Source: an optimization exercise on an open RTL-to-GDS flow (aim: small area and a short achievable clock period). Production flows keep margins and buffers that such runs may drop. At most, simulation tests tie the RTL to the original design; equivalence was not proved.

Setup of run A:
## question_6
module question_6(
    input clk,
    input rst,
    input signed [15:0] x,
    output reg signed [15:0] y
);
Settings: LEC_CHECK=0, CAP_MARGIN=20, CORE_MARGIN=2, CORE_UTILIZATION=40, SETUP_SLACK_MARGIN=2.7, SLEW_MARGIN=20, TNS_END_PERCENT=100; clock period 5.0 ns.
standard.sh (not shown) runs the stock make flow with config.mk's settings and CLKGATE_MAP_FILE= SYNTH_SCRIPT=/design/flow/synth_recipe.tcl, a recipe that flattens the netlist after the stock synthesis.
==> flow/flow/run.sh <==
#!/bin/bash
set -euo pipefail
W=$(pwd)
R=$W/orfs/results/$FLOW_PLATFORM/question_6/base
LIB=$FLOW_HOME/platforms/$FLOW_PLATFORM/lib/sky130_fd_sc_hd__tt_025C_1v80.lib

bash standard.sh synth > $W/log_1_standard_synth.txt 2>&1
cp $R/1_2_yosys.v $W/standard_synth.v

WORK=$W LIB_FILE=$LIB yosys -c flow/synth_map.tcl > $W/log_2_own_synth_yosys.txt 2>&1

# the registers must be those of the standard synthesis: same names, same cells
regs() { grep -oE 'sky130_fd_sc_hd__df[a-z0-9_]+ +[^ ]+' "$1" | sed -E 's/_[0-9]+ / /' | sort; }
regs $W/standard_synth.v > $W/regs_standard.txt
regs $W/own_synth.v > $W/regs_own.txt
if ! cmp -s $W/regs_standard.txt $W/regs_own.txt; then
  echo "registers differ from the standard synthesis" >&2
  diff $W/regs_standard.txt $W/regs_own.txt >&2 || true
  exit 1
fi

cp $W/own_synth.v $R/1_2_yosys.v
rm -f $R/1_synth.odb $R/1_synth.sdc

export BUFFER_PORTS_ARGS="-buffer_cell sky130_fd_sc_hd__buf_2"
export CTS_ARGS="-sink_clustering_enable -repair_clock_nets -buf_list sky130_fd_sc_hd__clkbuf_4 -root_buf sky130_fd_sc_hd__clkbuf_8 -sink_clustering_size 16 -dont_use_dummy_load"
bash standard.sh finish > $W/log_3_standard_layout.txt 2>&1
Other scripts of this flow, unchanged in this note and not shown: flow/flow/q6_cells.v, flow/flow/synth_map.tcl
The following lists how run B was set up differently from run A:
Settings: SETUP_SLACK_MARGIN now 2.9, was 2.7.
--- outcome ---
- Area added between synthesis and finish was higher in the run labelled run B.
- Compared with run A, run B shows initial DRC count that has gone down by more than a quarter.
- Delta (run B minus run A): setup slack rose 79 ps; maximum number of pins on one net before global-route repair went down by 7.
[inputs] run C vs run B
Settings: SETUP_SLACK_MARGIN now 2.8, was 2.9.
## What came out
- Final design area excluding fillers ended up about 2.6% lower on run C than on run B.
- Delta (run C minus run B): post-route fraction of the period consumed by the critical path increased 1.8 points; final critical-path setup slack decreased 92 ps.
- Compared with run B, in run C cell count went up; headroom to the max-slew limit now sits lower; placed wire-length estimate higher; total routed wirelength went up 4.6%.
- Via count of the first global-routing pass up about 1.2% in run C wrt run B
What run D does differently from run C at the input level:
Settings: SETUP_SLACK_MARGIN: 2.8 -> 2.5.
[summary]
- Run D: no failed stages, no open violations at the end
- From run C to run D the numbers moved as follows: final instance area lost about 8%; routed wire length decreased about 9%; number of fill cells comparable; via count -3.9%.
- Summary of the comparison: overall global routing resource usage is lower in run D, relative to run C.
- From run C to run D the numbers moved as follows: fmax moved down, logic depth of the worst path, buffers included now smaller.

* * *

question_6, a different RTL version from the one above (not shown whole).
Size in the first run: roughly 580 cells after synthesis, roughly 34 I/O pins, roughly 4300 sq um of cells after synthesis.
Settings: LEC_CHECK=0, CAP_MARGIN=20, CORE_MARGIN=2, CORE_UTILIZATION=55, SETUP_SLACK_MARGIN=2.7, SLEW_MARGIN=20, TNS_END_PERCENT=100; clock period 5.0 ns.
==> flow/flow/q6_cells.v <==
// One-to-one mapping of the design's q6_* gate modules onto library cells.
module q6_inv (input a, output y);
    sky130_fd_sc_hd__inv_1 _TECHMAP_REPLACE_ (.A(a), .Y(y));
endmodule
module q6_nand2 (input a, input b, output y);
    sky130_fd_sc_hd__nand2_1 _TECHMAP_REPLACE_ (.A(a), .B(b), .Y(y));
endmodule
module q6_nor2 (input a, input b, output y);
    sky130_fd_sc_hd__nor2_1 _TECHMAP_REPLACE_ (.A(a), .B(b), .Y(y));
endmodule
module q6_xor2 (input a, input b, output y);
    sky130_fd_sc_hd__xor2_1 _TECHMAP_REPLACE_ (.A(a), .B(b), .X(y));
endmodule
module q6_xnor2 (input a, input b, output y);
    sky130_fd_sc_hd__xnor2_1 _TECHMAP_REPLACE_ (.A(a), .B(b), .Y(y));
endmodule
module q6_nor2b (input a, input bn, output y);
    sky130_fd_sc_hd__nor2b_1 _TECHMAP_REPLACE_ (.A(a), .B_N(bn), .Y(y));
endmodule
module q6_o21ai (input a1, input a2, input b1, output y);
    sky130_fd_sc_hd__o21ai_1 _TECHMAP_REPLACE_ (.A1(a1), .A2(a2), .B1(b1), .Y(y));
endmodule
module q6_a21oi (input a1, input a2, input b1, output y);
    sky130_fd_sc_hd__a21oi_1 _TECHMAP_REPLACE_ (.A1(a1), .A2(a2), .B1(b1), .Y(y));
endmodule
// the reset inverter that the flip-flop mapping adds
module \$_NOT_ (input A, output Y);
    sky130_fd_sc_hd__inv_1 _TECHMAP_REPLACE_ (.A(A), .Y(Y));
endmodule
==> flow/flow/synth_map.tcl <==
# Own synthesis: the design's q6_* gate modules are mapped one to one onto
# library cells (flow/q6_cells.v); the registers are mapped and named as the
# standard synthesis does (<register>[<bit>]$_DFF_PP0_ on the same cell).
yosys -import
set lib $::env(LIB_FILE)
set top $::env(FLOW_TOP)
read_liberty -lib $lib
read_verilog -defer -sv $::env(FLOW_DESIGN)
hierarchy -check -top $top
yosys proc
opt_clean
techmap -map $::env(WORK)/flow/q6_cells.v
techmap
opt -fast
yosys rename -wire $top/t:\$_DFF*
dfflibmap -liberty $lib
opt -fast
techmap -map $::env(WORK)/flow/q6_cells.v
opt_clean -purge
hierarchy -top $top
check -assert -mapped
tee -o $::env(WORK)/own_synth.stat stat -liberty $lib
write_verilog -noattr -nohex -nodec $::env(WORK)/own_synth.v
Scripts as last shown in full above: flow/flow/run.sh
==> next run, changes <==
Settings changed: CORE_UTILIZATION 55 to 40.
- cell area increases by 0.77%
- area after synthesis does not change
- clock-buffer cell count is unchanged
- first-iteration DRC count drops by 31%
- global-route usage falls by 4.7 points
- routed wire length climbs by 2.5%
- die area rose by 36%
No functional check of the RTL was part of any run of this note.

what the ideal ports hide:
Ports are ideal in the flow. The routed layouts listed here were re-timed in OpenROAD. Step 1 assumes that a clkbuf_16 drives the clock port and a buf_2 every other input. Step 2, shift: input delay + t, output delay - t, t = (earliest + latest rising clock arrival at the registers) / 2. This alone moves slack from input paths to output paths. Slacks: no drivers / after step 1 / after step 2; pairs: no drivers / after step 1.
run	t, ns	setup slack, ns	clock arrival spread, ns	worst data-port slew with drivers (ns)	cell pins on the clock port's net
run A	0.368	2.801 / 2.770 / 2.468	0.014 / 0.015	0.03	1
run B	0.366	2.880 / 2.889 / 2.523	0.011 / 0.011	0.04	1
run C	0.361	2.789 / 2.799 / 2.438	0.023 / 0.022	0.03	1
run D	0.356	2.642 / 2.657 / 2.301	0.021 / 0.022	0.03	1
the first run of note 2	0.363	2.777 / 2.758 / 2.419	0.021 / 0.021	0.03	1
the second run of note 2	0.370	2.824 / 2.836 / 2.466	0.025 / 0.024	0.03	1
After both steps setup and hold are still met in every run listed.
